What follows belongs to an exercise in optimizing a design on an open flow for small area; a production flow would make more cautious choices.
Where RTL was checked, it was by simulation tests only, not by an equivalence proof against the original.
Only the layout flow was run in run 4; the RTL was not checked for function there.
Power figures rest on the tool's default switching activity, not on a simulated workload.

**flow/design.v**
```verilog
`timescale 1ns / 1ps
module charROM(
    input [4:0] code,
    input [2:0] col,
    output reg [7:0] data
);
    always @(*) begin
        case ({code, col})
            8'd10: data = 8'h08;
            8'd11: data = 8'h08;
            8'd12: data = 8'h08;
            8'd13: data = 8'h08;
            8'd14: data = 8'h08;
            8'd18: data = 8'h22;
            8'd19: data = 8'h14;
            8'd20: data = 8'h14;
            8'd21: data = 8'h08;
            8'd26: data = 8'h08;
            8'd27: data = 8'h14;
            8'd28: data = 8'h14;
            8'd29: data = 8'h22;
            8'd33: data = 8'h40;
            8'd34: data = 8'h7c;
            8'd35: data = 8'h4a;
            8'd36: data = 8'h09;
            8'd37: data = 8'h4a;
            8'd38: data = 8'h7c;
            8'd39: data = 8'h40;
            8'd41: data = 8'h1c;
            8'd42: data = 8'h22;
            8'd43: data = 8'h41;
            8'd44: data = 8'h41;
            8'd45: data = 8'h41;
            8'd46: data = 8'h7f;
            8'd47: data = 8'h41;
            8'd49: data = 8'h63;
            8'd50: data = 8'h41;
            8'd51: data = 8'h5d;
            8'd52: data = 8'h49;
            8'd53: data = 8'h49;
            8'd54: data = 8'h7f;
            8'd55: data = 8'h41;
            8'd57: data = 8'h03;
            8'd58: data = 8'h01;
            8'd59: data = 8'h1d;
            8'd60: data = 8'h09;
            8'd61: data = 8'h49;
            8'd62: data = 8'h7f;
            8'd63: data = 8'h41;
            8'd65: data = 8'h08;
            8'd66: data = 8'h3a;
            8'd67: data = 8'h49;
            8'd68: data = 8'h49;
            8'd69: data = 8'h41;
            8'd70: data = 8'h22;
            8'd71: data = 8'h1c;
            8'd73: data = 8'h41;
            8'd74: data = 8'h7f;
            8'd75: data = 8'h08;
            8'd76: data = 8'h08;
            8'd77: data = 8'h08;
            8'd78: data = 8'h7f;
            8'd79: data = 8'h41;
            8'd82: data = 8'h41;
            8'd83: data = 8'h41;
            8'd84: data = 8'h7f;
            8'd85: data = 8'h41;
            8'd86: data = 8'h41;
            8'd89: data = 8'h60;
            8'd90: data = 8'h40;
            8'd91: data = 8'h40;
            8'd92: data = 8'h40;
            8'd93: data = 8'h41;
            8'd94: data = 8'h7f;
            8'd95: data = 8'h41;
            8'd97: data = 8'h01;
            8'd98: data = 8'h7f;
            8'd99: data = 8'h11;
            8'd100: data = 8'h0c;
            8'd101: data = 8'h42;
            8'd102: data = 8'h7f;
            8'd103: data = 8'h41;
            8'd105: data = 8'h1c;
            8'd106: data = 8'h22;
            8'd107: data = 8'h41;
            8'd108: data = 8'h41;
            8'd109: data = 8'h41;
            8'd110: data = 8'h22;
            8'd111: data = 8'h1c;
            8'd113: data = 8'h06;
            8'd114: data = 8'h09;
            8'd115: data = 8'h09;
            8'd116: data = 8'h09;
            8'd117: data = 8'h49;
            8'd118: data = 8'h7f;
            8'd119: data = 8'h41;
            8'd121: data = 8'h46;
            8'd122: data = 8'h69;
            8'd123: data = 8'h19;
            8'd124: data = 8'h09;
            8'd125: data = 8'h09;
            8'd126: data = 8'h7f;
            8'd127: data = 8'h41;
            8'd129: data = 8'h03;
            8'd130: data = 8'h01;
            8'd131: data = 8'h41;
            8'd132: data = 8'h7f;
            8'd133: data = 8'h41;
            8'd134: data = 8'h01;
            8'd135: data = 8'h03;
            8'd137: data = 8'h01;
            8'd138: data = 8'h3f;
            8'd139: data = 8'h41;
            8'd140: data = 8'h40;
            8'd141: data = 8'h41;
            8'd142: data = 8'h3f;
            8'd143: data = 8'h01;
            8'd145: data = 8'h01;
            8'd146: data = 8'h1f;
            8'd147: data = 8'h61;
            8'd148: data = 8'h14;
            8'd149: data = 8'h61;
            8'd150: data = 8'h1f;
            8'd151: data = 8'h01;
            8'd153: data = 8'h04;
            8'd154: data = 8'h02;
            8'd155: data = 8'h01;
            8'd156: data = 8'h01;
            8'd157: data = 8'h02;
            8'd158: data = 8'h04;
            8'd161: data = 8'h02;
            8'd162: data = 8'h0e;
            8'd163: data = 8'h32;
            8'd164: data = 8'h40;
            8'd165: data = 8'h32;
            8'd166: data = 8'h0e;
            8'd167: data = 8'h02;
            8'd172: data = 8'h7f;
            default: data = 8'h00;
        endcase
    end
endmodule
module msgROM(
    input [2:0] sel,
    input [5:0] pos,
    output reg [4:0] code
);
    always @(*) begin
        case ({sel, pos})
            9'd127: code = 5'd1;
            9'd126: code = 5'd1;
            9'd125: code = 5'd1;
            9'd124: code = 5'd1;
            9'd123: code = 5'd1;
            9'd122: code = 5'd1;
            9'd121: code = 5'd1;
            9'd120: code = 5'd1;
            9'd119: code = 5'd1;
            9'd118: code = 5'd1;
            9'd117: code = 5'd1;
            9'd116: code = 5'd1;
            9'd115: code = 5'd1;
            9'd114: code = 5'd1;
            9'd113: code = 5'd1;
            9'd112: code = 5'd1;
            9'd111: code = 5'd1;
            9'd110: code = 5'd1;
            9'd109: code = 5'd1;
            9'd108: code = 5'd1;
            9'd107: code = 5'd1;
            9'd106: code = 5'd7;
            9'd105: code = 5'd11;
            9'd104: code = 5'd4;
            9'd103: code = 5'd16;
            9'd102: code = 5'd1;
            9'd101: code = 5'd1;
            9'd100: code = 5'd1;
            9'd99: code = 5'd1;
            9'd98: code = 5'd1;
            9'd97: code = 5'd1;
            9'd96: code = 5'd1;
            9'd95: code = 5'd1;
            9'd94: code = 5'd1;
            9'd93: code = 5'd1;
            9'd92: code = 5'd1;
            9'd91: code = 5'd1;
            9'd90: code = 5'd1;
            9'd89: code = 5'd1;
            9'd88: code = 5'd1;
            9'd87: code = 5'd1;
            9'd86: code = 5'd1;
            9'd85: code = 5'd1;
            9'd84: code = 5'd1;
            9'd83: code = 5'd1;
            9'd82: code = 5'd1;
            9'd81: code = 5'd1;
            9'd80: code = 5'd1;
            9'd79: code = 5'd1;
            9'd78: code = 5'd1;
            9'd77: code = 5'd1;
            9'd76: code = 5'd1;
            9'd75: code = 5'd1;
            9'd74: code = 5'd1;
            9'd73: code = 5'd1;
            9'd72: code = 5'd1;
            9'd71: code = 5'd1;
            9'd70: code = 5'd1;
            9'd69: code = 5'd1;
            9'd68: code = 5'd1;
            9'd67: code = 5'd1;
            9'd66: code = 5'd1;
            9'd65: code = 5'd1;
            9'd64: code = 5'd1;
            9'd133: code = 5'd17;
            9'd132: code = 5'd12;
            9'd131: code = 5'd7;
            9'd130: code = 5'd11;
            9'd129: code = 5'd4;
            9'd128: code = 5'd16;
            9'd248: code = 5'd19;
            9'd232: code = 5'd21;
            9'd216: code = 5'd21;
            9'd200: code = 5'd17;
            9'd199: code = 5'd14;
            9'd312: code = 5'd21;
            9'd296: code = 5'd21;
            9'd280: code = 5'd20;
            9'd265: code = 5'd5;
            9'd264: code = 5'd13;
            9'd263: code = 5'd18;
            9'd262: code = 5'd12;
            9'd361: code = 5'd1;
            9'd360: code = 5'd1;
            9'd359: code = 5'd1;
            9'd358: code = 5'd1;
            9'd357: code = 5'd3;
            9'd329: code = 5'd15;
            9'd328: code = 5'd10;
            9'd327: code = 5'd8;
            9'd326: code = 5'd9;
            9'd325: code = 5'd16;
            9'd425: code = 5'd2;
            9'd424: code = 5'd1;
            9'd423: code = 5'd1;
            9'd422: code = 5'd1;
            9'd421: code = 5'd1;
            9'd393: code = 5'd11;
            9'd392: code = 5'd6;
            9'd391: code = 5'd7;
            9'd390: code = 5'd16;
            default: code = 5'd0;
        endcase
    end
endmodule
`timescale 1ns / 1ps
module delayGen(
    input clock,
    input reset,
    input delayEn,
    output reg delayDone
    );
    always @(posedge clock)
    begin
        if(reset)
            delayDone <= 1'b0;
        else
            delayDone <= delayEn;
    end
endmodule
`timescale 1ns / 1ps
module spiControl(
    input  clock,
    input  reset,
    input [7:0] data_in,
    input  load_data,
    output reg done_send,
    output     spi_clock,
    output reg spi_data
);
reg [2:0] counter;
reg [2:0] dataCount;
reg [1:0] state;
reg clock_10;
reg CE;
assign spi_clock = CE ? clock_10 : 1'b1;
always @(posedge clock)
begin
    if(reset | counter == 3'd4)
        counter <= 0;
    else
        counter <= counter + 1;
end
always @(posedge clock)
begin
    if(reset)
        clock_10 <= 0;
    else if(counter == 3'd4)
        clock_10 <= ~clock_10;
end
localparam IDLE = 2'd0,
           SEND = 2'd1,
           DONE = 2'd2;
wire clock_10_fall = (counter == 3'd4) & clock_10;
always @(posedge clock)
begin
    if(reset)
    begin
        state <= IDLE;
        dataCount <= 0;
        done_send <= 1'b0;
        CE <= 0;
        spi_data <= 1'b1;
    end
    else if(clock_10_fall)
    begin
        case(state)
            IDLE:begin
                if(load_data)
                begin
                    state <= SEND;
                    dataCount <= 0;
                end
            end
            SEND:begin
                spi_data <= data_in[3'd7 - dataCount];
                CE <= 1;
                if(dataCount != 7)
                    dataCount <= dataCount + 1;
                else
                    state <= DONE;
            end
            default:begin
                CE <= 0;
                done_send <= 1'b1;
                if(!load_data)
                begin
                    done_send <= 1'b0;
                    state <= IDLE;
                end
            end
        endcase
    end
end
endmodule
`timescale 1ns / 1ps
module oledControl(
    input clock,
    input reset,
    output wire oled_spi_clk,
    output wire oled_spi_data,
    output wire oled_vdd,
    output wire oled_vbat,
    output wire oled_reset_n,
    output reg  oled_dc_n,
    input [4:0] charCode,
    input       sendDataValid,
    input       updateString,
    input [16:0] timer,
    output reg  sendDone
    );
    localparam [4:0] IDLE = 5'd0,
                     INIT = 5'd1,
                     RESET = 5'd2,
                     CHARG_PUMP = 5'd3,
                     CHARG_PUMP1 = 5'd4,
                     PRE_CHARG = 5'd5,
                     PRE_CHARG1 = 5'd6,
                     VBAT_ON = 5'd7,
                     CONTRAST = 5'd8,
                     CONTRAST1 = 5'd9,
                     SEG_REMAP = 5'd10,
                     SCAN_DIR = 5'd11,
                     COM_PIN = 5'd12,
                     COM_PIN1 = 5'd13,
                     DISPLAY_ON = 5'd14,
                     PAGE_ADDR = 5'd15,
                     PAGE_ADDR1 = 5'd16,
                     PAGE_ADDR2 = 5'd17,
                     COLUMN_ADDR = 5'd18,
                     DONE = 5'd19,
                     SEND_DATA = 5'd20;
    localparam [16:0] D1 = 17'd20003, D2 = 17'd40103, D3 = 17'd60107, D4 = 17'd80544;
    reg [4:0] cmd;
    reg pend;
    reg spiLoadData;
    reg [1:0] currPage;
    reg [4:0] charCount;         
    reg [2:0] byteCounter;       
    wire spiDone;
    wire [7:0] fontByte;
    wire isDelay = (cmd == INIT) | (cmd == RESET) | (cmd == CHARG_PUMP) | (cmd == CONTRAST);
    wire delayEnd = (cmd == INIT       & ((timer & D1) == D1)) |
                    (cmd == RESET      & ((timer & D2) == D2)) |
                    (cmd == CHARG_PUMP & ((timer & D3) == D3)) |
                    (cmd == CONTRAST   & ((timer & D4) == D4));
    wire sending = ~(cmd == IDLE | cmd == RESET | cmd == VBAT_ON | cmd == DONE);
    reg [7:0] spiData;
    always @(*) begin
        case (cmd)
            INIT:        spiData = 8'hAE;
            CHARG_PUMP:  spiData = 8'h8D;
            CHARG_PUMP1: spiData = 8'h14;
            PRE_CHARG:   spiData = 8'hD9;
            PRE_CHARG1:  spiData = 8'hF1;
            CONTRAST:    spiData = 8'h81;
            CONTRAST1:   spiData = 8'hFF;
            SEG_REMAP:   spiData = 8'hA0;
            SCAN_DIR:    spiData = 8'hC0;
            COM_PIN:     spiData = 8'hDA;
            DISPLAY_ON:  spiData = 8'hAF;
            PAGE_ADDR:   spiData = 8'h22;
            PAGE_ADDR1:  spiData = {6'd0, currPage};
            PAGE_ADDR2:  spiData = {6'd0, currPage};
            COLUMN_ADDR: spiData = 8'h10;
            SEND_DATA:   spiData = fontByte;
            default:     spiData = 8'h00;
        endcase
    end
    assign oled_vdd = (cmd == IDLE);
    assign oled_vbat = (cmd < CONTRAST);
    assign oled_reset_n = (cmd != RESET);
    always @(posedge clock)
    begin
        if(reset)
        begin
            cmd <= IDLE;
            pend <= 1'b0;
            oled_dc_n <= 1'b1;
            spiLoadData <= 1'b0;
            currPage <= 0;
            sendDone <= 0;
            charCount <= 0;
            byteCounter <= 0;
        end
        else if(pend)
        begin
            if(isDelay ? delayEnd : !spiDone)
                pend <= 1'b0;
        end
        else if(cmd == DONE)
        begin
            sendDone <= 1'b0;
            if (updateString) begin
                charCount <= 0;
                currPage <= 0;
                cmd <= PAGE_ADDR;
            end
            if(sendDataValid & !charCount[4] & !sendDone)
            begin
                cmd <= SEND_DATA;
                byteCounter <= 3'd7;
            end
            else if(sendDataValid & charCount[4] & !sendDone)
            begin
                cmd <= PAGE_ADDR;
                charCount <= 0;
                byteCounter <= 3'd7;
            end
        end
        else if(!sending)
        begin
            if(cmd == IDLE)
                oled_dc_n <= 1'b0;
            cmd <= cmd + 5'd1;
            pend <= 1'b1;
        end
        else
        begin
            spiLoadData <= 1'b1;
            if(cmd == PAGE_ADDR | cmd == PAGE_ADDR1 | cmd == PAGE_ADDR2)
                oled_dc_n <= 1'b0;
            if(cmd == SEND_DATA)
                oled_dc_n <= 1'b1;
            if(spiDone)
            begin
                spiLoadData <= 1'b0;
                pend <= 1'b1;
                if(cmd == PAGE_ADDR1)
                    currPage <= currPage + 1;
                if(cmd != SEND_DATA)
                    cmd <= cmd + 5'd1;
                else if(byteCounter != 3'd0)
                    byteCounter <= byteCounter - 3'd1;
                else
                begin
                    cmd <= DONE;
                    sendDone <= 1'b1;
                    charCount <= charCount + 5'd1;
                end
            end
        end
    end
    spiControl SC(
        .clock(clock),
        .reset(reset),
        .data_in(spiData),
        .load_data(spiLoadData),
        .done_send(spiDone),
        .spi_clock(oled_spi_clk),
        .spi_data(oled_spi_data)
    );
    charROM CR(
        .code(charCode),
        .col(byteCounter),
        .data(fontByte)
    );
endmodule
`timescale 1ns / 1ps
module main_control (
    input wire clk,
    input wire reset,
    input wire bit_en,
    input wire [3:0] bit_q,
    input wire [1:0] bit_axis,
    input wire b,
    input wire latch,
    output reg [2:0] direction
);
    localparam [7:0] K1 = 8'hF4, K2 = 8'h0C;
    reg e1, g1, e2, l2;      
    reg [2:0] code;          
    wire k1 = K1[3'd7 - bit_q[2:0]];
    wire k2 = K2[3'd7 - bit_q[2:0]];
    wire gt = ~e1 & (~e2 | (b & g1));
    wire lt =  e1 & (~e2 | (~b & l2));
    always @(posedge clk) begin
        if (reset) begin
            e1 <= 1'b0; g1 <= 1'b0; e2 <= 1'b0; l2 <= 1'b0;
            code <= 3'd0;
        end else if (bit_en) begin
            if (!bit_q[3]) begin
                if (bit_q[2:0] == 3'd0) begin
                    e1 <= (b == k1); g1 <= b & ~k1;
                    e2 <= (b == k2); l2 <= ~b & k2;
                end else begin
                    e1 <= e1 & (b == k1); g1 <= g1 | (e1 & b & ~k1);
                    e2 <= e2 & (b == k2); l2 <= l2 | (e2 & ~b & k2);
                end
            end else if (bit_q == 4'd9) begin
                e1 <= b;
                e2 <= 1'b1;
            end else if (bit_q != 4'd8 && bit_q != 4'd15) begin
                e2 <= e2 & (b == e1);
            end else if (bit_q == 4'd15) begin
                case (bit_axis)
                    2'd0: code <= gt ? 3'd5 : lt ? 3'd6 : 3'd0;
                    2'd1: if (code == 3'd0) code <= gt ? 3'd3 : lt ? 3'd4 : 3'd0;
                    default: if (code == 3'd0) code <= gt ? 3'd1 : lt ? 3'd2 : 3'd0;
                endcase
            end
        end
    end
    always @(posedge clk) begin
        if (reset)
            direction <= 3'd0;
        else if (latch)
            direction <= code;
    end
endmodule
`timescale 1ns / 1ps
module spi_master(
    input iclk,
    input reset,
    input tick,
    input tick0,
    input miso,
    output sclk,
    output reg mosi,
    output reg cs,
    output bit_en,           
    output [3:0] bit_q,      
    output [1:0] bit_axis,   
    output latch             
    );
    localparam [1:0] PU = 2'd0, WT = 2'd1, RD = 2'd2;
    localparam [23:0] wseq = 24'h0A2D02;
    localparam [15:0] rseq = 16'h0B0E;
    reg [12:0] c;
    reg [1:0] ph;
    reg sctl;
    wire [12:0] cw = c - 13'd2402;
    wire [12:0] cr = c - 13'd1;
    wire [12:0] cb = c - 13'd68;
    always @(posedge iclk) begin
        if (reset) begin
            c <= 13'd0;
            ph <= PU;
            cs <= 1'b1;
            mosi <= 1'b0;
            sctl <= 1'b0;
        end else if (tick) begin
            c <= c + 13'd1;
            case (ph)
                PU: begin
                    if (c == 13'd2401)
                        cs <= 1'b0;
                    if (c >= 13'd2402) begin
                        sctl <= 1'b1;
                        mosi <= wseq[5'd23 - cw[6:2]];
                    end
                    if (c == 13'd2497) begin
                        c <= 13'd0;
                        ph <= WT;
                        cs <= 1'b1;
                        sctl <= 1'b0;
                    end
                end
                WT: begin
                    if (c == 13'd4002) begin
                        c <= 13'd0;
                        ph <= RD;
                    end
                end
                default: begin
                    if (c == 13'd1) begin
                        cs <= 1'b0;
                        sctl <= 1'b1;
                    end
                    if (c >= 13'd2 && c <= 13'd64)
                        mosi <= rseq[4'd15 - cr[5:2]];
                    if (c == 13'd256) begin
                        cs <= 1'b1;
                        sctl <= 1'b0;
                    end
                    if (c == 13'd4259)
                        c <= 13'd0;
                end
            endcase
        end
    end
    assign sclk = sctl & ~(ph == PU ? c[1] : (c[1] ^ c[0]));
    assign bit_en = tick & (ph == RD) & (c[1:0] == 2'd0) & (c >= 13'd68) & (c <= 13'd256);
    assign bit_q = cb[5:2];
    assign bit_axis = cb[7:6];
    assign latch = tick0 & (ph == RD) & (c == 13'd259);
endmodule
`timescale 1ns / 1ps
module iclk_gen (
    input CLK100MHZ,
    input reset,
    output clk_4MHz_en,
    output tick0
);
    reg [4:0] div;
    always @(posedge CLK100MHZ) begin
        if (reset | clk_4MHz_en)
            div <= 5'd0;
        else
            div <= div + 5'd1;
    end
    assign clk_4MHz_en = (div == 5'd24);
    assign tick0 = (div == 5'd0);
endmodule
`timescale 1ns / 1ps
module top_final (
    input CLK100MHZ,
    input reset,
    input ACL_MISO,
    output ACL_MOSI,
    output ACL_SCLK,
    output ACL_CSN,
    output oled_spi_clk,
    output oled_spi_data,
    output oled_vdd,
    output oled_vbat,
    output oled_reset_n,
    output oled_dc_n
);
    wire clk_4MHz_en, tick0;
    iclk_gen clock_generation (
        .CLK100MHZ(CLK100MHZ),
        .reset(reset),
        .clk_4MHz_en(clk_4MHz_en),
        .tick0(tick0)
    );
    wire bit_en, latch;
    wire [3:0] bit_q;
    wire [1:0] bit_axis;
    spi_master master (
        .iclk(CLK100MHZ),
        .reset(reset),
        .tick(clk_4MHz_en),
        .tick0(tick0),
        .miso(ACL_MISO),
        .sclk(ACL_SCLK),
        .mosi(ACL_MOSI),
        .cs(ACL_CSN),
        .bit_en(bit_en),
        .bit_q(bit_q),
        .bit_axis(bit_axis),
        .latch(latch)
    );
    wire [2:0] direction;
    main_control main_control_inst (
        .clk(CLK100MHZ),
        .reset(reset),
        .bit_en(bit_en),
        .bit_q(bit_q),
        .bit_axis(bit_axis),
        .b(ACL_MISO),
        .latch(latch),
        .direction(direction)
    );
    reg [16:0] stringCount;
    reg updateString;
    reg [2:0] message;           
    wire refresh = stringCount[16] & stringCount[15] & stringCount[10] &
                   stringCount[9] & stringCount[7] & stringCount[5];
    always @(posedge CLK100MHZ) begin
        if (reset) begin
            stringCount <= 17'd0;
            updateString <= 1'b0;
            message <= 3'd0;
        end else begin
            stringCount <= refresh ? 17'd0 : stringCount + 17'd1;
            updateString <= refresh;
            if (refresh)
                message <= direction;
        end
    end
    localparam [1:0] IDLE = 2'd0, SEND = 2'd1, DONE = 2'd2;
    reg [1:0] state;
    reg [5:0] byteCounter;
    reg [2:0] sendSel;
    wire sendDone;
    wire sendDataValid = (state == SEND);
    always @(posedge CLK100MHZ) begin
        if (reset) begin
            state <= IDLE;
            byteCounter <= 6'd63;
            sendSel <= 3'd0;
        end else begin
            case (state)
                IDLE: if (!sendDone) begin
                    sendSel <= message;
                    state <= SEND;
                end
                SEND: if (sendDone) begin
                    byteCounter <= byteCounter - 6'd1;    
                    state <= (byteCounter != 6'd0) ? IDLE : DONE;
                end
                default: if (updateString)
                    state <= IDLE;
            endcase
        end
    end
    wire [4:0] charCode;
    msgROM message_rom (
        .sel(sendSel),
        .pos(byteCounter),
        .code(charCode)
    );
    oledControl oled_control_inst (
        .clock(CLK100MHZ),
        .reset(reset),
        .oled_spi_clk(oled_spi_clk),
        .oled_spi_data(oled_spi_data),
        .oled_vdd(oled_vdd),
        .oled_vbat(oled_vbat),
        .oled_reset_n(oled_reset_n),
        .oled_dc_n(oled_dc_n),
        .charCode(charCode),
        .sendDataValid(sendDataValid),
        .updateString(updateString),
        .timer(stringCount),
        .sendDone(sendDone)
    );
endmodule
```
**flow/run.sh**
```bash
#!/bin/bash
# synth_recipe.tcl (not shown) runs the flow's synth.tcl, then flattens the netlist and writes it again
# the make line also repeats each setting of config.mk as NAME=value (left out here)
make -C /OpenROAD-flow-scripts/flow DESIGN_CONFIG=/design/flow/config.mk WORK_HOME=/design/flow/orfs CLKGATE_MAP_FILE= SYNTH_SCRIPT=/design/flow/synth_recipe.tcl finish
```
**flow/config.mk**
```make
export PLATFORM = sky130hd
export DESIGN_NAME = top_final
export DESIGN_NICKNAME = top_final
export VERILOG_FILES = /design/flow/design.v
export SDC_FILE = /design/flow/constraint.sdc
export NUM_CORES = 4
export LEC_CHECK = 0
export ABC_AREA = 1
export CAP_MARGIN = 20
export CORE_MARGIN = 2
export CORE_UTILIZATION = 30
export PLACE_DENSITY = 0.5
export SLEW_MARGIN = 20
export SYNTH_MEMORY_MAX_BITS = 16384
```
**flow/constraint.sdc**
```tcl
create_clock -name core_clock -period 10.0 [get_ports {CLK100MHZ}]
set_input_delay 2.0000 -clock core_clock [delete_from_list [all_inputs] [get_ports {CLK100MHZ}]]
set_output_delay 2.0000 -clock core_clock [all_outputs]
set_load 0.01 [all_outputs]
```
==> impl_results.md, run 1 <==
* Fillers at 2733
* Rows at 57
* Final WL at 20900 microns
* Req. time, crit path at 8.00 ns
* Worst hold-check path type: reg2reg
* Worst path max stage delay at 0.50 ns
* Synthesized cell area at 0.00749 sq mm
* Setup_tns at 0 ns
* Worst IR Drop VDD at 70.4 uV
* Lkg Pwr at 3.67 nW
* CP cell instances: inv_1 -> ha_1 -> inv_1 -> nor2_1 -> inv_1 -> nor2_1 -> inv_1 -> clkdlybuf4s50_1
* CP top delay family: buffers and inverters
* Yosys synthesis warning count at 8
* Share of cells above drive strength 1 at 4.89%
* Routed length per placed instance at 13.5 microns
* Via density at 4.97
* Die ar. at 0.0262 sq mm
* Root buf cell: clkbuf_16
* Asr flop ratio synth at 0%
* Setup repair bufs after CTS at 0
* Area Overhead vs Synth at 9.54%
* Yosys reg bits at 96
* Startpoint Class: register
* Switching Share at 33.3%
* Core area at 0.0244 sq mm
* Syn avg cell area at 6.11 sq um
* Wl on met1 at 10500 microns
* CTS max path bufs at 2
* Yosys top cell by area: dfxtp_1
* Hold_buf cts at 0
* Drt first pass iters at 5
* GRT Residual Overflow at 0
* Routability Congestion at 0.890
* Worst Path Max Fanout at 4
* Layout Nets at 1268
* Placed cells at 1535
* WL met2 at 9480 microns
* Worst endpoint data arrival time at 2.12 ns
* Count leader, synth: nand2_1
* RSZ-0062 raised after global routing: no
* Period utilization at 41.2%
* Final core occ at 33.6%
* Die W at 162 microns
* Power Total at 1.05 mW
* Worst slew pin tran at 0.863 ns
* H-tree depth at 3
* First-pass GRT wire length at 35700 microns
* Antenna violations before repair at 0
* Comb power frac at 24.9%
* Power per cell area at 128 mW/mm^2
* Initial core utilization at 30.7%
* Mapped Cells at 1226
* Internal power at 700 uW
* Syn_nets at 1272
* CTS resizes at 0
* Yosys top cell area share at 25.7%
* Port Buffers at 11
* Largest net degree at the start of global routing at 37
* Top cells by area, synth: dfxtp_1 26%, nand2_1 14%, nor2_1 8.6%, inv_1 8.4%, ha_1 7.2%
* Clock Power Share at 35.0%
* Final number of max-transition violations at 0
* Max-cap violations at 0
* Residual DRC at 0
* Max Fclk at 0.243 GHz
* Top routing layer in use: met4
* Setup violations, final at 0
* Top FF cell, synth: dfxtp_1
* Final Skew at 0.00804 ns
* Synth top cells by count: 285 x nand2_1, 172 x nor2_1, 167 x inv_1, 104 x nand3_1, 96 x dfxtp_1
* Post-DP HPWL at 15700 microns
* Outcome: complete, no violations
* Sequential Power Share at 40.1%
* Post-synth EDFFs at 0
* Met3 WL post-DR at 539 microns
* Top Ports at 12
* CTS clk-pin slew, worst paths at 0.07 ns
* Finished Layout Cells at 1551
* Initial DRC count at 331
* Die Y at 162 microns
* Clock buffer count from CTS at 9
* Crit Path Class: reg2out
* Vias in the first global route at 7399
* Final Hold Vio Count at 0
* Critical path's slowest cell: clkdlybuf4s50_1
* Switching power at 350 uW
* Unique masters post-synth at 47
* Antenna cells at 0
* Crit. End Element: output pin
* Crit path time final at 4.12 ns
* CTS sink count at 96
* Via count at 7715
* Antenna viol nets, final at 0
* All-layer global routing usage at 16.3%
* Slew margin rel. at 42.3%
* TritonCTS clock tree: done
* Clk latency of the worst-skew pair at 0.35 ns
* Worst path most repeated cell: inv_1
* CP Buf/Inv Count at 5
* Post-synthesis sequential area ratio at 25.7%
## layout by cell type, fill, tap and decap left out, types with 5 or more instances in the layout
cell,netlist,final
nor4_1,8,8
inv_1,167,167
clkbuf_16,0,9
o211ai_1,6,6
nand2_2,6,6
a31oi_1,8,8
o21ai_0,58,58
nor2_1,172,172
dfxtp_1,96,96
nor3_1,29,29
nor2_2,6,6
nand4_1,18,18
clkdlybuf4s50_1,0,11
nand3_1,104,104
o22ai_1,5,5
ha_1,43,43
nand3_2,8,8
a211oi_1,17,17
a21oi_1,77,77
inv_2,15,15
xor2_1,14,14
nand2_1,285,285
a221oi_1,7,7
## kinds of logic (layout without fill, tap and decap cells)
group	count (synthesis)	in the layout	synth area share [%]
compound gates	207	207	16.4
xor+xnor	17	17	1.99
fa+ha+maj	43	43	7.19
buf+inv	213	214	11.1
flops	96	96	25.7
simple gates	650	650	37.7
## power groups by stage
stage                     Clock [mW]  Combinational [mW]  Sequential, mW
after floorplan                    0               0.192           0.422
after global placement             0               0.259           0.430
after detailed placement           0               0.259           0.430
after CTS                      0.379               0.260           0.421
after global routing           0.394               0.304           0.424
final                          0.368               0.261           0.421
## final timing paths
path	start	end	slack, ns	depth (start not counted)
worst max-delay path	oled_control_inst.cmd[0]	oled_reset_n	5.88	8
worst min-delay path	stringCount[0]	stringCount[0]	0.45	1
worst max register to register	sendSel[2]	oled_control_inst.SC.spi_data	6.56	21
worst min register to register	stringCount[0]	stringCount[0]	0.45	1
## sequential cells by signal, indices dropped and copies added (netlist names), 5 cells and up
register	count
master.c	13
oled_control_inst.charCount	5
oled_control_inst.cmd	5
byteCounter	6
stringCount	17
clock_generation.div	5
## layer usage
| metal | vias up | GRT usage (%) |
|---|---|---|
| met2 | 125 | 27.0 |
| met4 | 0 | 4.71 |
| li1 | 4027 | - |
| met5 | - | 0 |
| met1 | 3529 | 22.2 |
| met3 | 34 | 1.99 |
## area by class of cell
class | instances | area, sq um | area share, %
multi-input combinational | 917 | 4740 | 57.7
clock inverter | 5 | 62.6 | 0.763
sequential | 96 | 1920 | 23.4
clock buffer | 11 | 253 | 3.08
tap | 324 | 405 | 4.94
inverter | 184 | 691 | 8.42
timing repair buffer | 14 | 133 | 1.62
## per-stage QoR
stage / cell area [sq um] / hold WS [ns] / setup WS [ns]
finish: 8200 / 0.445 / 5.88
global route: 8200 / 0.470 / 5.76
CTS: 8200 / 0.450 / 5.90
detailed placement: 7890 / 0.438 / 6.24
global placement: 7890 / 0.431 / 6.20
floorplan: 7490 / 0.417 / 6.93
==> run 2, diff against run 1 <==
--- a/flow/design.v
+++ b/flow/design.v
@@ -275,3 +275,3 @@
     input  load_data,
-    output reg done_send,
+    output done_send,
     output     spi_clock,
@@ -283,3 +283,8 @@
 reg clock_10;
-reg CE;
+localparam IDLE = 2'd0,
+           SEND = 2'd1,
+           DONE0 = 2'd2,
+           DONE1 = 2'd3;
+wire CE = (state == DONE0) | ((state == SEND) & (dataCount != 3'd0));
+assign done_send = (state == DONE1);
 assign spi_clock = CE ? clock_10 : 1'b1;
@@ -299,5 +304,2 @@
 end
-localparam IDLE = 2'd0,
-           SEND = 2'd1,
-           DONE = 2'd2;
 wire clock_10_fall = (counter == 3'd4) & clock_10;
@@ -308,5 +310,2 @@
         state <= IDLE;
-        dataCount <= 0;
-        done_send <= 1'b0;
-        CE <= 0;
         spi_data <= 1'b1;
@@ -318,6 +317,4 @@
                 if(load_data)
-                begin
                     state <= SEND;
-                    dataCount <= 0;
-                end
+                dataCount <= 0;
             end
@@ -325,16 +322,8 @@
                 spi_data <= data_in[3'd7 - dataCount];
-                CE <= 1;
-                if(dataCount != 7)
-                    dataCount <= dataCount + 1;
-                else
-                    state <= DONE;
+                dataCount <= dataCount + 1;
+                if(dataCount == 7)
+                    state <= DONE0;
             end
             default:begin
-                CE <= 0;
-                done_send <= 1'b1;
-                if(!load_data)
-                begin
-                    done_send <= 1'b0;
-                    state <= IDLE;
-                end
+                state <= load_data ? DONE1 : IDLE;
             end
@@ -432,3 +421,2 @@
             charCount <= 0;
-            byteCounter <= 0;
         end
@@ -518,31 +506,32 @@
 );
-    localparam [7:0] K1 = 8'hF4, K2 = 8'h0C;
-    reg e1, g1, e2, l2;      
+    reg t, e, d;
     reg [2:0] code;          
-    wire k1 = K1[3'd7 - bit_q[2:0]];
-    wire k2 = K2[3'd7 - bit_q[2:0]];
-    wire gt = ~e1 & (~e2 | (b & g1));
-    wire lt =  e1 & (~e2 | (~b & l2));
+    reg k;
+    always @(*) begin
+        case (bit_q[2:0])
+            3'd1, 3'd2, 3'd3: k = t;
+            3'd4:             k = ~t;
+            3'd5:             k = 1'b1;
+            default:          k = 1'b0;
+        endcase
+    end
+    wire gt = ~t & (~e | (b & d));
+    wire lt =  t & (~e | (~b & d));
     always @(posedge clk) begin
-        if (reset) begin
-            e1 <= 1'b0; g1 <= 1'b0; e2 <= 1'b0; l2 <= 1'b0;
-            code <= 3'd0;
-        end else if (bit_en) begin
-            if (!bit_q[3]) begin
-                if (bit_q[2:0] == 3'd0) begin
-                    e1 <= (b == k1); g1 <= b & ~k1;
-                    e2 <= (b == k2); l2 <= ~b & k2;
-                end else begin
-                    e1 <= e1 & (b == k1); g1 <= g1 | (e1 & b & ~k1);
-                    e2 <= e2 & (b == k2); l2 <= l2 | (e2 & ~b & k2);
-                end
+        if (bit_en) begin
+            if (bit_q == 4'd0) begin
+                t <= b; e <= 1'b1; d <= 1'b0;
+            end else if (!bit_q[3]) begin
+                e <= e & (b == k);
+                d <= d | (e & (b != k) & (b == t));
             end else if (bit_q == 4'd9) begin
-                e1 <= b;
-                e2 <= 1'b1;
+                t <= b;
+                d <= d & (b ^ t);
+                e <= 1'b1;
             end else if (bit_q != 4'd8 && bit_q != 4'd15) begin
-                e2 <= e2 & (b == e1);
+                e <= e & (b == t);
             end else if (bit_q == 4'd15) begin
                 case (bit_axis)
-                    2'd0: code <= gt ? 3'd5 : lt ? 3'd6 : 3'd0;
-                    2'd1: if (code == 3'd0) code <= gt ? 3'd3 : lt ? 3'd4 : 3'd0;
+                    2'd1: code <= gt ? 3'd5 : lt ? 3'd6 : 3'd0;
+                    2'd2: if (code == 3'd0) code <= gt ? 3'd3 : lt ? 3'd4 : 3'd0;
                     default: if (code == 3'd0) code <= gt ? 3'd1 : lt ? 3'd2 : 3'd0;
@@ -574,63 +563,46 @@
     );
-    localparam [1:0] PU = 2'd0, WT = 2'd1, RD = 2'd2;
     localparam [23:0] wseq = 24'h0A2D02;
     localparam [15:0] rseq = 16'h0B0E;
-    reg [12:0] c;
-    reg [1:0] ph;
-    reg sctl;
-    wire [12:0] cw = c - 13'd2402;
-    wire [12:0] cr = c - 13'd1;
-    wire [12:0] cb = c - 13'd68;
+    reg [1:0] q;
+    reg [11:0] s;
+    wire rd = s[11];
+    wire [10:0] r = s[10:0];
+    wire r_lo = rd & (r[10:6] == 5'd0);             
+    wire slot_end = tick & (q == 2'd1);
+    wire slot_bit = tick & (q == 2'd2);             
+    wire [4:0] k = s[4:0] + 5'd1;                   
     always @(posedge iclk) begin
         if (reset) begin
-            c <= 13'd0;
-            ph <= PU;
+            q <= 2'd0;
+            s <= 12'd422;
             cs <= 1'b1;
             mosi <= 1'b0;
-            sctl <= 1'b0;
-        end else if (tick) begin
-            c <= c + 13'd1;
-            case (ph)
-                PU: begin
-                    if (c == 13'd2401)
-                        cs <= 1'b0;
-                    if (c >= 13'd2402) begin
-                        sctl <= 1'b1;
-                        mosi <= wseq[5'd23 - cw[6:2]];
-                    end
-                    if (c == 13'd2497) begin
-                        c <= 13'd0;
-                        ph <= WT;
-                        cs <= 1'b1;
-                        sctl <= 1'b0;
-                    end
-                end
-                WT: begin
-                    if (c == 13'd4002) begin
-                        c <= 13'd0;
-                        ph <= RD;
-                    end
-                end
-                default: begin
-                    if (c == 13'd1) begin
-                        cs <= 1'b0;
-                        sctl <= 1'b1;
-                    end
-                    if (c >= 13'd2 && c <= 13'd64)
-                        mosi <= rseq[4'd15 - cr[5:2]];
-                    if (c == 13'd256) begin
-                        cs <= 1'b1;
-                        sctl <= 1'b0;
-                    end
-                    if (c == 13'd4259)
-                        c <= 13'd0;
-                end
-            endcase
+        end else begin
+            if (tick)
+                q <= q + 2'd1;
+            if (slot_end)
+                s <= (rd & (r == 11'd1064)) ? 12'd2048 : s + 12'd1;
+            if (slot_end & (s == 12'd1022))
+                cs <= 1'b0;
+            if (slot_bit & rd & (r == 11'd0))
+                cs <= 1'b0;
+            if (slot_end & ((s == 12'd1046) | (rd & (r == 11'd63))))
+                cs <= 1'b1;
+            if (slot_bit) begin
+                if (s == 12'd1023)
+                    mosi <= wseq[23];
+                else if (s[11:5] == 7'b0100000 && s[4:0] <= 5'd22)
+                    mosi <= wseq[5'd23 - k];
+                else if (r_lo && r[5:4] == 2'd0)
+                    mosi <= rseq[4'd15 - r[3:0]];
+                else
+                    mosi <= 1'b0;
+            end
         end
     end
-    assign sclk = sctl & ~(ph == PU ? c[1] : (c[1] ^ c[0]));
-    assign bit_en = tick & (ph == RD) & (c[1:0] == 2'd0) & (c >= 13'd68) & (c <= 13'd256);
-    assign bit_q = cb[5:2];
-    assign bit_axis = cb[7:6];
-    assign latch = tick0 & (ph == RD) & (c == 13'd259);
+    assign sclk = ~cs & ~q[1];
+    assign bit_en = slot_end & r_lo & (r[5:4] != 2'd0);
+    assign bit_q = r[3:0];
+    assign bit_axis = r[5:4];
+    assign latch = tick0 & (q == 2'd0) & rd & (r == 11'd64);
 endmodule
@@ -703,15 +675,13 @@
     );
-    reg [16:0] stringCount;
-    reg updateString;
+    reg [16:0] timer;
     reg [2:0] message;           
-    wire refresh = stringCount[16] & stringCount[15] & stringCount[10] &
-                   stringCount[9] & stringCount[7] & stringCount[5];
+    wire top100k = timer[16] & timer[15] & timer[10] & timer[9] & timer[7] & timer[5];
+    wire refresh = top100k & ~timer[0];
+    wire updateString = top100k & timer[0];
     always @(posedge CLK100MHZ) begin
         if (reset) begin
-            stringCount <= 17'd0;
-            updateString <= 1'b0;
+            timer <= 17'd0;
             message <= 3'd0;
         end else begin
-            stringCount <= refresh ? 17'd0 : stringCount + 17'd1;
-            updateString <= refresh;
+            timer <= updateString ? 17'd1 : timer + 17'd1;
             if (refresh)
@@ -730,3 +700,2 @@
             byteCounter <= 6'd63;
-            sendSel <= 3'd0;
         end else begin
@@ -764,3 +733,3 @@
         .updateString(updateString),
-        .timer(stringCount),
+        .timer(timer),
         .sendDone(sendDone)
==> run 2 against run 1 <==
  * Area after synthesis decreased by 7.5%
  * Final cell count decreased by 11%
  * Worst hold slack got worse by 0.018 ns
  * Maximum frequency increased by 1.8%
  * Sequential cell count decreased by 6
  * First-iteration DRC count increased by 44%
  * Sequential share of layout area increased by 2.4 points
  * Clock power decreased by 11%
  * Critical endpoint is now oled_vdd
  * Highest routed layer unchanged
==> impl_results.md, run 2 <==
* Outcome: complete, no violations
* Routability Congestion at 0.874 (-1.8%)
* CP cell instances: inv_1 -> ha_1 -> inv_1 -> nor2_1 -> inv_1 -> nor2_1 -> clkdlybuf4s50_1
* Routed length per placed instance at 13.1 microns (-3.0%)
* Crit Path Class: reg2out
* Antenna cells at 0 (unchanged)
* WL met2 at 8010 microns (-15%)
* Asr flop ratio synth at 0% (unchanged)
* Setup_tns at 0 ns (unchanged)
* CTS sink count at 90 (-6.3%)
* Most frequent cells in the layout: 248 x nand2_1, 154 x inv_1, 145 x nor2_1
* Final Skew at 0.00866 ns (+0.000623 ns)
* Top reg by flops: timer
* Fin area at 0.00756 sq mm (-7.8%)
* Rows at 55 (-3.5%)
* Die ar. at 0.0243 sq mm (-7.4%)
* Worst Path Max Fanout at 5 (+1)
* Switching Share at 34.0% (+0.66 points)
* CTS clk-pin slew, worst paths at 0.07 ns (about the same)
* Final number of max-transition violations at 0 (unchanged)
* Yosys top cell by area: dfxtp_1
* Max Fclk at 0.247 GHz (+1.8%)
* Syn avg cell area at 6.33 sq um (+3.7%)
* Synthesized cell area at 0.00692 sq mm (-7.5%)
* Syn_nets at 1138 (-11%)
* Req. time, crit path at 8.00 ns (about the same)
* RSZ-0062 raised after global routing: no
* Most common cell after layout, fill and taps aside: nand2_1
* CP Buf/Inv Count at 4 (-1)
* Clock Power Share at 32.6% (-2.4 points)
* CTS max path bufs at 2 (unchanged)
* First-pass GRT wire length at 31400 microns (-12%)
* Critical path's slowest cell: clkdlybuf4s50_1
* R2r startpoint: byteCounter[1]
* Top routing layer in use: met4
* Die W at 156 microns (-3.7%)
* Lkg Pwr at 3.38 nW (-7.9%)
* Final WL at 18100 microns (-14%)
* Biggest regs: timer x17, master.s x12, byteCounter x6
* Comb power frac at 26.3% (+1.4 points)
* Post-synth EDFFs at 15 (+15)
* Area Overhead vs Synth at 9.22%
* Setup violations, final at 0 (unchanged)
* Core area at 0.0226 sq mm (-7.2%)
* Power per cell area at 133 mW/mm^2 (+3.6%)
* Finished Layout Cells at 1382 (-11%)
* Crit. End Element: output pin
* Top FF cell, synth: dfxtp_1
* Period utilization at 40.4% (-0.73 points)
* Met3 WL post-DR at 832 microns (+54%)
* Synth top cells by count: 248 x nand2_1, 154 x inv_1, 145 x nor2_1, 88 x nand3_1
* Port Buffers at 11 (unchanged)
* Wl on met1 at 8970 microns (-15%)
* Drt first pass iters at 5 (unchanged)
* Worst hold-check path type: reg2reg
* CP Launch Point: oled_control_inst.cmd[0]
* Startpoint Class: register
* Setup repair bufs after CTS at 0 (unchanged)
* Root buf cell: clkbuf_16
* Antenna violations before repair at 0 (unchanged)
* Mapped Cells at 1093 (-11%)
* Hold_buf cts at 0 (unchanged)
* Residual DRC at 0 (unchanged)
* Crit path time final at 4.04 ns (-0.0728 ns)
* H-tree depth at 3 (unchanged)
* WHS at 0.427 ns (-0.0184 ns)
* Post-DP HPWL at 13700 microns (-12%)
* Worst slew pin tran at 0.995 ns (+0.132 ns)
* Hold_sp: message[0]
* GRT Residual Overflow at 0 (unchanged)
* Clock buffer count from CTS at 9 (unchanged)
* Yosys top cell area share at 21.7% (-4.0 points)
* Placed cells at 1366 (-11%)
* Via density at 5.02 (+1.0%)
* Antenna viol nets, final at 0 (unchanged)
* Top cells by area, synth: dfxtp_1 22%, nand2_1 13%, inv_1 8.3%, nor2_1 7.9%, ha_1 7.6%
* Layout Nets at 1137 (-10%)
* Share of cells above drive strength 1 at 4.74% (-0.15 points)
* Worst IR Drop VDD at 65.0 uV (-7.8%)
* TritonCTS clock tree: done
* Count leader, synth: nand2_1
* Max-cap violations at 0 (unchanged)
* Die Y at 156 microns (-3.7%)
* Slew margin rel. at 33.0% (-9.3 points)
* Unique masters post-synth at 53 (+13%)
* Final Hold Vio Count at 0 (unchanged)
* Max FFs per register at 17 (unchanged)
* Initial core utilization at 30.6% (-0.12 points)
* Worst path max stage delay at 0.58 ns (+0.08 ns)
* Largest net degree at the start of global routing at 30 (-19%)
* Top Ports at 12 (unchanged)
* Yosys synthesis warning count at 8 (unchanged)
* Clk latency of the worst-skew pair at 0.34 ns (about the same)
* Area after DPL at 0.00728 sq mm (-7.7%)
* Switching power at 341 uW (-2.6%)
* Power Total at 1.00 mW (-4.5%)
* Sequential Power Share at 41.0% (+0.9 points)
* Yosys reg bits at 90 (-6.3%)
* CP top delay family: buffers and inverters
* Post-synthesis sequential area ratio at 28.2% (+2.5 points)
* Internal power at 662 uW (-5.4%)
* CTS resizes at 0 (unchanged)
* Worst path most repeated cell: inv_1
* Vias in the first global route at 6565 (-11%)
* Via count at 6944 (-10%)
* Worst endpoint data arrival time at 2.04 ns (-0.08 ns)
* All-layer global routing usage at 15.4% (-0.90 points)
* Initial DRC count at 476 (+44%)
## run 2: changes by cell type in the layout (fill, tap and decap cells not counted), sizes merged, moves of 4 or more
cell,delta
nand2,-40
nor2,-25
dfxtp,-21
nand3,-20
inv,-16
edfxtp,+15
nand4,+11
o21ai,-9
a211oi,-8
nor3,-5
a221oi,-4
xor2,-4
## run 2: area by class of cell
class | count | area, sq um
clock buffer | 12 | 256
tap | 285 | 357
timing repair buffer | 14 | 133
sequential | 90 | 1950
clock inverter | 4 | 25.0
fill | 2484 | 15100
inverter | 168 | 631
multi-input combinational | 809 | 4210
## run 2: logic make-up after synthesis
| group | after synthesis | share of synthesized area (%) |
|---|---|---|
| simple gates | 575 | 36.5 |
| buf+inv | 194 | 11.0 |
| flops | 90 | 28.2 |
| xor+xnor | 13 | 1.64 |
| fa+ha+maj | 42 | 7.59 |
| compound gates | 179 | 15.0 |
## run 2: power by group through the flow
stage / Combinational, mW / Sequential [mW] / Clock [mW]
after floorplan: 0.194 / 0.410 / 0
after global placement: 0.264 / 0.421 / 0
after detailed placement: 0.260 / 0.420 / 0
after CTS: 0.262 / 0.412 / 0.338
after global routing: 0.302 / 0.415 / 0.354
final: 0.264 / 0.412 / 0.327
## run 2: worst register-to-register path, cell delays in order (launching register included)
cell and delay, ns:
dfxtp_1 0.40, inv_1 0.10, ha_1 0.25, nor2_1 0.21, inv_1 0.06, nand2_1 0.07, nand2_1 0.06, nand3_1 0.10
nand2_1 0.06, nor2_1 0.62, nand3_2 0.58, nand2_1 0.31, nand2_1 0.08, nand2_1 0.10, nand2_1 0.08, nand2_1 0.06
nand2_1 0.05, a21oi_1 0.12, nand2_1 0.07, nand2_1 0.06, nand3_1 0.06, a21oi_1 0.14, nand2_1 0.06, nand2_1 0.05
## run 2: final timing paths
path                                   endpoint  slack (ns)  cells after the start
setup / recovery                       oled_vdd        5.96                      7
setup reg to reg  oled_control_inst.SC.spi_data        6.21                     23
hold / removal                       sendSel[0]        0.43                      0
hold reg to reg                      sendSel[0]        0.43                      0
## run 2: metal layers
metal  vias to the layer above  GRT usage [%]
li1                       3597              -
met1                      3144           21.8
met2                       186           24.6
met3                        17           1.83
met4                         0           4.33
met5                         -              0
## run 2: metrics by stage
| stage | setup slack, ns | util (%) |
|---|---|---|
| floorplan | 6.96 | - |
| global placement | 6.29 | 32.2 |
| detailed placement | 6.29 | 32.2 |
| CTS | 5.92 | 33.4 |
| global route | 5.71 | 33.4 |
| finish | 5.96 | 33.4 |
==> run 3, diff against run 2 <==
==> flow/flow/run.sh (new file) <==
#!/bin/bash
# Layout flow: the standard synthesis, then its combinational logic mapped
# again for area (registers, their names and cells untouched), then the standard flow's
# standard layout from floorplan to finish.
set -euo pipefail
WORK=$(pwd)
F=$WORK/flow
R=$WORK/orfs/results/$FLOW_PLATFORM/top_final/base
LIB=$FLOW_HOME/platforms/$FLOW_PLATFORM/lib/sky130_fd_sc_hd__tt_025C_1v80.lib

# 1. standard synthesis
bash standard.sh synth > synth_standard.log 2>&1

# 2. remap the combinational logic
cp $R/1_2_yosys.v $WORK/standard_1_2_yosys.v
python3 $F/mkmap.py $LIB $WORK/combmap.v > mkmap.log 2>&1
DU=$(sed -n '/^export DONT_USE_CELLS/,/^$/p' $FLOW_HOME/platforms/$FLOW_PLATFORM/config.mk \
     | grep -o 'sky130_fd_sc_hd__[a-z0-9_]*' | sort -u | sed 's/^/-dont_use /' | tr '\n' ' ')
cat > $WORK/remap.ys <<EOT
read_liberty -lib $LIB
read_verilog $WORK/standard_1_2_yosys.v
hierarchy -top $FLOW_TOP
techmap -map $WORK/combmap.v
techmap
opt -fast
opt -purge
abc -liberty $LIB $DU -script $F/area.abc
opt_clean -purge
hilomap -singleton -hicell sky130_fd_sc_hd__conb_1 HI -locell sky130_fd_sc_hd__conb_1 LO
insbuf -buf sky130_fd_sc_hd__buf_4 A X
opt_clean -purge
tee -o $WORK/remap_stat.txt stat -liberty $LIB
check -assert -mapped
write_verilog -noattr -nohex -nodec $WORK/remap_1_2_yosys.v
EOT
yosys -s $WORK/remap.ys > remap.log 2>&1
cp $WORK/remap_1_2_yosys.v $R/1_2_yosys.v
rm -f $R/1_synth.odb

# 3. standard layout from the remapped netlist
bash standard.sh finish > layout_standard.log 2>&1
==> flow/flow/area.abc (new file) <==
strash
dc2
balance -l; resub -K 6 -l; rewrite -l; resub -K 6 -N 2 -l; refactor -l; resub -K 8 -l; balance -l; resub -K 8 -N 2 -l; rewrite -l; resub -K 10 -l; rewrite -z -l; resub -K 10 -N 2 -l; balance -l; resub -K 12 -l; refactor -z -l; resub -K 12 -N 2 -l; rewrite -z -l; balance -l
balance -l; resub -K 6 -l; rewrite -l; resub -K 6 -N 2 -l; refactor -l; resub -K 8 -l; balance -l; resub -K 8 -N 2 -l; rewrite -l; resub -K 10 -l; rewrite -z -l; resub -K 10 -N 2 -l; balance -l; resub -K 12 -l; refactor -z -l; resub -K 12 -N 2 -l; rewrite -z -l; balance -l
strash
&get -n
&dch -f
&nf -R 1000
&put
==> flow/flow/mkmap.py (new file) <==
#!/usr/bin/env python3
"""Write a Yosys techmap file that turns each combinational sky130 cell back into logic,
from the liberty 'function' of each output pin.  Sequential cells are left out."""
import re, sys
lib = open(sys.argv[1]).read()
out = open(sys.argv[2], 'w')
# split into cells
cells = re.split(r'\n\s*cell\s*\(\s*"?([A-Za-z0-9_]+)"?\s*\)\s*\{', lib)
n = 0
for i in range(1, len(cells), 2):
    name, body = cells[i], cells[i + 1]
    if re.search(r'\b(ff|latch|statetable)\s*\(', body):
        continue
    pins = re.findall(r'pin\s*\(\s*"?([A-Za-z0-9_]+)"?\s*\)\s*\{(.*?)\n\s{8}\}', body, re.S)
    ins, outs = [], []
    for pn, pb in pins:
        d = re.search(r'direction\s*:\s*"?(\w+)"?', pb)
        if not d: continue
        if d.group(1) == 'input': ins.append(pn)
        elif d.group(1) == 'output':
            f = re.search(r'function\s*:\s*"([^"]*)"', pb)
            if not f: break
            outs.append((pn, f.group(1)))
    else:
        if not outs: continue
        def conv(f):
            f = f.replace('!', '~').replace('+', '|').replace('*', '&').replace('^', '^')
            # implicit AND: "A B" -> "A&B"
            f = re.sub(r'([A-Za-z0-9_\)])\s+(?=[A-Za-z0-9_~\(])', r'\1&', f)
            return f
        out.write('module %s(%s);\n' % (name, ', '.join(ins + [o for o, _ in outs])))
        for p in ins: out.write('  input %s;\n' % p)
        for o, f in outs: out.write('  output %s;\n  assign %s = %s;\n' % (o, o, conv(f)))
        out.write('endmodule\n')
        n += 1
print(n, 'cells')
==> flow/standard.sh (new file) <==
#!/bin/bash
# synth_recipe.tcl (not shown) runs the flow's synth.tcl, then flattens the netlist and writes it again
# the make line also repeats each setting of config.mk as NAME=value (left out here)
make -C /OpenROAD-flow-scripts/flow DESIGN_CONFIG=/design/flow/config.mk WORK_HOME=/design/flow/orfs CLKGATE_MAP_FILE= SYNTH_SCRIPT=/design/flow/synth_recipe.tcl "${@:-finish}"
removed: flow/run.sh
==> run 3 against run 2 <==
  * Largest cell class unchanged
  * First-iteration DRC count grew 46%
  * Worst hold slack improved by 0.0079 ns
  * Non-clock buffer count did not move
  * Area after synthesis down 23%
  * Final area is 20% lower
  * Still clean
  * Clock power is 2% higher
==> impl_results.md, run 3 <==
* Outcome: complete, no violations
* Syn_nets at 730 (-36%)
* Top Ports at 12 (unchanged)
* R2r startpoint: byteCounter[4]
* Initial DRC count at 697 (+46%)
* Die ar. at 0.0190 sq mm (-22%)
* Final Skew at 0.00402 ns (-0.00464 ns)
* Slew margin rel. at 37.9% (+4.8 points)
* All-layer global routing usage at 16.7% (+1.3 points)
* Largest net degree at the start of global routing at 39 (+30%)
* Setup repair bufs after CTS at 0 (unchanged)
* First-pass GRT wire length at 25500 microns (-19%)
* Core area at 0.0174 sq mm (-23%)
* CP Launch Point: byteCounter[4]
* Layout Nets at 755 (-34%)
* Mapped Cells at 727 (-33%)
* Area of the multi-input gates at 0.00338 sq mm (-20%)
* Via count at 5728 (-18%)
* R2r endpoint: oled_control_inst.SC.spi_data
* Worst hold-check path type: reg2reg
* Rows at 48 (-13%)
* Worst path most repeated cell: nor2_1
* CP top delay family: simple AND/OR/NAND/NOR gates
* Most common cell after layout, fill and taps aside: nor2_1
* Worst IR Drop VDD at 86.4 uV (+33%)
* Final WS setup at 4.31 ns (-1.65 ns)
* CTS resizes at 0 (unchanged)
* Setup_tns at 0 ns (unchanged)
* CTS max path bufs at 2 (unchanged)
* Final Hold Vio Count at 0 (unchanged)
* FF/Latch Area at 0.00195 sq mm (unchanged)
* Worst slew pin tran at 0.932 ns (-0.0633 ns)
* Max Fclk at 0.176 GHz (-29%)
* Clock buffer count from CTS at 9 (unchanged)
* R2r setup slk at 4.31 ns (-1.90 ns)
* Residual DRC at 0 (unchanged)
* Stages on the worst setup path at 24 (+17)
* Setup violations, final at 0 (unchanged)
* Max-cap violations at 0 (unchanged)
* Final number of max-transition violations at 0 (unchanged)
* Hold endpoint: sendSel[1]
* Die Y at 138 microns (-12%)
* RSZ-0062 raised after global routing: no
* Pre-CTS setup slack at 4.42 ns (-1.87 ns)
* CP Buf/Inv Count at 1 (-3)
* CTS clk-pin slew, worst paths at 0.06 ns (about the same)
* Lkg Pwr at 2.11 nW (-38%)
* Yosys synthesis warning count at 8 (unchanged)
* Post-DP HPWL at 11400 microns (-17%)
* Startpoint Class: register
* Top reg by flops: timer
* Crit path time final at 5.69 ns (+1.65 ns)
* Worst path max stage delay at 0.54 ns (-0.04 ns)
* CP cell instances: or2_0 -> nor2_1 -> a21oi_1 -> o22ai_1 -> or3_1 -> or4_1 -> or2_0 -> buf_4 -> nor2_1 -> nand3_1 -> and2_0 -> nand3_1 -> nand2_1 -> a21oi_1 -> nor2_1 -> a2111oi_0 -> nor3_1 -> a21boi_0 -> o21ai_0 -> nand3_1 -> a31oi_1 -> nor2_1 -> a21oi_1 -> o211ai_1
* Clk latency of the worst-skew pair at 0.33 ns (about the same)
* Initial core utilization at 30.8% (+0.21 points)
* Power per cell area at 147 mW/mm^2 (+11%)
* Die W at 138 microns (-12%)
* Period utilization at 56.9% (+16 points)
* Antenna viol nets, final at 0 (unchanged)
* CTS sink count at 90 (unchanged)
* Req. time, crit path at 10.19 ns (+2.19 ns)
* Final WL at 15700 microns (-13%)
* Worst Path Max Fanout at 21 (+16)
* Routed length per placed instance at 16.0 microns (+22%)
* GRT Residual Overflow at 0 (unchanged)
* Hold path depth at 0 (unchanged)
* Antenna cells at 0 (unchanged)
* Share of cells above drive strength 1 at 2.11% (-2.6 points)
* TritonCTS clock tree: done
* Syn avg cell area at 7.38 sq um (+16%)
* Biggest regs: timer x17, master.s x12, byteCounter x6
* H-tree depth at 3 (unchanged)
* Routability Congestion at 0.912 (+4.3%)
* Antenna violations before repair at 0 (unchanged)
* Hold_buf cts at 0 (unchanged)
* Root buf cell: clkbuf_16
* Synthesized cell area at 0.00536 sq mm (-23%)
* Hold_sp: message[1]
* Vias in the first global route at 5087 (-23%)
* Most frequent cells in the layout: 99 x nor2_1, 97 x a21oi_1, 91 x nand2_1
* Via density at 5.83 (+16%)
* Max FFs per register at 17 (unchanged)
* Crit Path Class: reg2reg
* Port Buffers at 11 (unchanged)
* Fillers at 1877 (-24%)
* Worst R2R Path Depth at 24 (+4.3%)
* Critical path's slowest cell: or4_1
* Drt first pass iters at 5 (unchanged)
* Area Overhead vs Synth at 13.4%
* Worst endpoint data arrival time at 5.88 ns (+3.84 ns)
* Crit. End Element: register
run 3: final cells by class:
| cell class | count | share of cell area [%] |
|---|---|---|
| multi-input cells | 629 | 55.6 |
| inverters | 8 | 0.494 |
| clock buffers | 14 | 4.71 |
| well taps | 225 | 4.63 |
| flip-flops and latches | 90 | 32.1 |
| clock inverters | 2 | 0.247 |
| repair buffers | 14 | 2.18 |
run 3: worst max-delay path by stage:
stage                                          to  slack [ns]
floorplan           oled_control_inst.SC.spi_data        5.04
global placement    oled_control_inst.SC.spi_data        4.55
detailed placement  oled_control_inst.SC.spi_data        4.42
CTS                 oled_control_inst.SC.spi_data        4.41
global route        oled_control_inst.SC.spi_data        3.85
finish              oled_control_inst.SC.spi_data        4.31
run 3: through the flow:
stage	instances	hold WS, ns	area [sq um]	utilization (%)	total power [mW]
after global placement	966	0.417	5780	33.2	0.562
after floorplan	727	0.403	5360	-	0.511
after detailed placement	966	0.418	5780	33.2	0.562
final	982	0.435	6080	34.9	0.893
after CTS	982	0.436	6080	34.9	0.901
after global routing	982	0.452	6080	34.9	0.941
run 3: layer usage:
layer	up-vias	track usage, %	part of all wire [%]
met3	41	2.24	5.2
met5	-	0	0
met1	2650	23.0	48
li1	2804	-	-
met2	233	26.2	45
met4	0	7.14	2.6
run 3: power by group:
group	switching, mW	internal [mW]	leakage [nW]
Combinational	0.0931	0.0578	1.22
Sequential	0.0249	0.382	0.743
Clock	0.136	0.200	0.148
Total	0.254	0.640	2.11
==> run 4, diff against run 3 <==
--- a/flow/design.v
+++ b/flow/design.v
@@ -273,2 +273,3 @@
     input  reset,
+    input  p5,               
     input [7:0] data_in,
@@ -279,3 +280,2 @@
 );
-reg [2:0] counter;
 reg [2:0] dataCount;
@@ -292,15 +292,8 @@
 begin
-    if(reset | counter == 3'd4)
-        counter <= 0;
-    else
-        counter <= counter + 1;
-end
-always @(posedge clock)
-begin
     if(reset)
         clock_10 <= 0;
-    else if(counter == 3'd4)
+    else if(p5)
         clock_10 <= ~clock_10;
 end
-wire clock_10_fall = (counter == 3'd4) & clock_10;
+wire clock_10_fall = p5 & clock_10;
 always @(posedge clock)
@@ -337,2 +330,3 @@
     input reset,
+    input p5,
     output wire oled_spi_clk,
@@ -483,2 +477,3 @@
         .reset(reset),
+        .p5(p5),
         .data_in(spiData),
@@ -506,4 +501,5 @@
 );
+    localparam [2:0] X_GT = 3'd1, X_LT = 3'd2, Y_GT = 3'd3, Y_LT = 3'd4, Z_GT = 3'd5, Z_LT = 3'd6;
     reg t, e, d;
-    reg [2:0] code;          
+    reg found;
     reg k;
@@ -519,6 +515,16 @@
     wire lt =  t & (~e | (~b & d));
+    reg [2:0] res;
+    always @(*) begin
+        case (bit_axis)
+            2'd1:    res = gt ? Z_GT : Z_LT;
+            2'd2:    res = gt ? Y_GT : Y_LT;
+            default: res = gt ? X_GT : X_LT;
+        endcase
+    end
+    wire first = (bit_axis == 2'd1) & (bit_q == 4'd0);
     always @(posedge clk) begin
-        if (bit_en) begin
+        if (bit_en & (first | ~found)) begin
             if (bit_q == 4'd0) begin
                 t <= b; e <= 1'b1; d <= 1'b0;
+                found <= 1'b0;
             end else if (!bit_q[3]) begin
@@ -533,7 +539,6 @@
             end else if (bit_q == 4'd15) begin
-                case (bit_axis)
-                    2'd1: code <= gt ? 3'd5 : lt ? 3'd6 : 3'd0;
-                    2'd2: if (code == 3'd0) code <= gt ? 3'd3 : lt ? 3'd4 : 3'd0;
-                    default: if (code == 3'd0) code <= gt ? 3'd1 : lt ? 3'd2 : 3'd0;
-                endcase
+                if (gt | lt) begin
+                    {t, e, d} <= res;
+                    found <= 1'b1;
+                end
             end
@@ -545,3 +550,3 @@
         else if (latch)
-            direction <= code;
+            direction <= found ? {t, e, d} : 3'd0;
     end
@@ -612,2 +617,3 @@
     input reset,
+    output p5,
     output clk_4MHz_en,
@@ -615,11 +621,18 @@
 );
-    reg [4:0] div;
+    reg [2:0] lo, hi;
+    assign p5 = (lo == 3'd4);
     always @(posedge CLK100MHZ) begin
-        if (reset | clk_4MHz_en)
-            div <= 5'd0;
+        if (reset | p5)
+            lo <= 3'd0;
         else
-            div <= div + 5'd1;
+            lo <= lo + 3'd1;
+    end
+    always @(posedge CLK100MHZ) begin
+        if (reset | clk_4MHz_en)
+            hi <= 3'd0;
+        else if (p5)
+            hi <= hi + 3'd1;
     end
-    assign clk_4MHz_en = (div == 5'd24);
-    assign tick0 = (div == 5'd0);
+    assign clk_4MHz_en = p5 & (hi == 3'd4);
+    assign tick0 = (lo == 3'd0) & (hi == 3'd0);
 endmodule
@@ -640,3 +653,3 @@
 );
-    wire clk_4MHz_en, tick0;
+    wire clk_4MHz_en, tick0, p5;
     iclk_gen clock_generation (
@@ -644,2 +657,3 @@
         .reset(reset),
+        .p5(p5),
         .clk_4MHz_en(clk_4MHz_en),
@@ -724,2 +738,3 @@
         .reset(reset),
+        .p5(p5),
         .oled_spi_clk(oled_spi_clk),
--- a/flow/flow/run.sh
+++ b/flow/flow/run.sh
@@ -39,3 +39,4 @@
 
-# 3. standard layout from the remapped netlist
+# 3. standard layout from the remapped netlist; the port buffers are buf_1
+export BUFFER_PORTS_ARGS="-buffer_cell sky130_fd_sc_hd__buf_1"
 bash standard.sh finish > layout_standard.log 2>&1
==> flow/flow/area.abc (replaced) <==
strash
&get -n
&deepsyn -T 20
&put
strash
&get -n
&dch -f
&nf -p -R 1000
&put
mfs3 -a
--- a/flow/config.mk
+++ b/flow/config.mk
@@ -11,2 +11,3 @@
 export CORE_UTILIZATION = 30
+export CTS_BUF_LIST = sky130_fd_sc_hd__clkbuf_8
 export PLACE_DENSITY = 0.5
==> run 4 against run 3 <==
  * Area after synthesis down 4.6%
  * Die area down 4.5%
  * Maximum frequency up 7.0%
  * Sequential share of layout area up 0.64 points
  * First-iteration DRC count down 32%
  * Utilization down 0.92 points
  * Non-clock buffer count down 2
  * Critical path type unchanged
  * Sequential cell count down 4
  * Power down 15%
  * Still clean
==> impl_results.md, run 4 <==
* Yosys synthesis warning count at 8 (unchanged)
* Via density at 5.62 (-3.6%)
* Routed length per placed instance at 15.3 microns (-4.2%)
* Placed cells at 932 (-3.5%)
* CP cell instances: or2_0 -> nor4b_1 -> nor3b_1 -> a22o_1 -> and2_0 -> or4_1 -> a2111o_1 -> clkinv_1 -> nand2_1 -> clkinv_1 -> nand2_1 -> nand3_1 -> nor3b_1 -> o21ai_0 -> nand2_1 -> a21oi_1 -> a211oi_1 -> o311a_1 -> o311ai_0 -> a21oi_1 -> a41oi_1 -> o41ai_1
* Hold endpoint: clock_generation.lo[0]
* Finished Layout Cells at 948 (-3.5%)
* Die ar. at 0.0181 sq mm (-4.5%)
* Period utilization at 53.2% (-3.7 points)
* Port Buffers at 11 (unchanged)
* Startpoint Class: register
* Initial core utilization at 30.7% (-0.056 points)
* Lkg Pwr at 1.93 nW (-8.2%)
* WHS at 0.438 ns (+0.00295 ns)
* Fin area at 0.00566 sq mm (-7.0%)
* Drt first pass iters at 5 (unchanged)
* Max FFs per register at 17 (unchanged)
* H-tree depth at 3 (unchanged)
* Final Skew at 0.00969 ns (+0.00567 ns)
* Antenna cells at 0 (unchanged)
* Clock buffer count from CTS at 9 (unchanged)
* Final number of max-transition violations at 0 (unchanged)
* Worst hold-check path type: reg2reg
* Crit. End Element: register
* Post-DP HPWL at 10900 microns (-4.7%)
* CTS resizes at 0 (unchanged)
* Slew margin rel. at 43.1% (+5.2 points)
* Syn avg cell area at 7.31 sq um (-0.94%)
* GRT Residual Overflow at 0 (unchanged)
* Worst endpoint data arrival time at 5.58 ns (-0.30 ns)
* Residual DRC at 0 (unchanged)
* Hold_sp: clock_generation.lo[0]
* Synthesized cell area at 0.00511 sq mm (-4.6%)
* Top Ports at 12 (unchanged)
* Die W at 135 microns (-2.3%)
* Worst R2R Path Depth at 22 (-8.3%)
* Rows at 47 (-2.1%)
* Final WS setup at 4.68 ns (+0.373 ns)
* Setup repair bufs after CTS at 0 (unchanged)
* Outcome: complete, no violations
* R2r endpoint: oled_control_inst.SC.spi_data
* Worst path most repeated cell: nand2_1
* Root buf cell: clkbuf_8
* CTS sink count at 86 (-4.4%)
* Largest net degree at the start of global routing at 62 (+59%)
* Via count at 5329 (-7.0%)
* R2r startpoint: byteCounter[4]
* Setup_tns at 0 ns (unchanged)
* TritonCTS clock tree: done
* Hold_buf cts at 0 (unchanged)
* Worst Path Max Fanout at 13 (-38%)
* R2r setup slk at 4.68 ns (+0.37 ns)
* Worst IR Drop VDD at 85.2 uV (-1.5%)
* Max Fclk at 0.188 GHz (+7.0%)
* CP top delay family: simple AND/OR/NAND/NOR gates
* Mapped Cells at 700 (-3.7%)
* First-pass GRT wire length at 24100 microns (-5.7%)
* Power per cell area at 135 mW/mm^2 (-8.2%)
* Most common cell after layout, fill and taps aside: nor2_1
* All-layer global routing usage at 16.1% (-0.61 points)
* CTS max path bufs at 2 (unchanged)
* Critical path's slowest cell: nor4b_1
* Syn_nets at 703 (-3.7%)
* Biggest regs: timer x17, master.s x12, byteCounter x6
* Initial DRC count at 477 (-32%)
* Pre-CTS setup slack at 4.79 ns (+0.369 ns)
* Antenna violations before repair at 0 (unchanged)
* Worst path max stage delay at 0.53 ns (about the same)
* Final core occ at 34.0% (-0.92 points)
* Final WL at 14500 microns (-7.5%)
* Vias in the first global route at 4913 (-3.4%)
run 4: worst max-delay path by stage:
stage,to,startpoint,cells after the start
after CTS,oled_control_inst.SC.spi_data,byteCounter[4],21
after global placement,oled_control_inst.SC.spi_data,byteCounter[4],21
after floorplan,oled_control_inst.SC.spi_data,byteCounter[4],21
final,oled_control_inst.SC.spi_data,byteCounter[4],22
after detailed placement,oled_control_inst.SC.spi_data,byteCounter[4],21
after global routing,oled_control_inst.SC.spi_data,byteCounter[4],21
run 4: cell type report:
type	instances	area, sq um
Clock buffer	10	138
Clock inverter	6	77.6
Fill cell	1774	11000
Inverter	23	86.3
Multi-Input combinational cell	591	3180
Sequential cell	86	1850
Tap cell	220	275
Timing Repair Buffer	12	50.0
run 4: metal layers:
layer,vias up,part of all wire (%),track usage [%]
met5,-,0,0
met2,182,46,26.8
met4,0,3.5,7.49
li1,2650,-,-
met1,2449,47,20.8
met3,48,3.7,2.03
run 4: worst reg2reg max path, stage by stage, from the launching register on:
cell and delay, ns:
dfxtp_1 0.36, or2_0 0.39, nor4b_1 0.53, nor3b_1 0.43, a22o_1 0.21, and2_0 0.14
or4_1 0.14, a2111o_1 0.37, clkinv_1 0.30, nand2_1 0.17, clkinv_1 0.14, nand2_1 0.13
nand3_1 0.08, nor3b_1 0.30, o21ai_0 0.14, nand2_1 0.11, a21oi_1 0.08, a211oi_1 0.31
o311a_1 0.24, o311ai_0 0.15, a21oi_1 0.14, a41oi_1 0.06, o41ai_1 0.31
run 4: where the power goes:
part           total [mW]  internal (mW)  switching [mW]
sequential          0.384          0.363          0.0209
clock               0.265          0.145           0.120
combinational       0.114         0.0395          0.0746

Setup slack of run 4, layout unchanged: 4.682 ns with ideal ports, 4.682 ns with driving cells assumed (clock clkbuf_16, inputs buf_2), 4.682 ns with port delays also shifted by the 0.380 ns mid clock arrival.
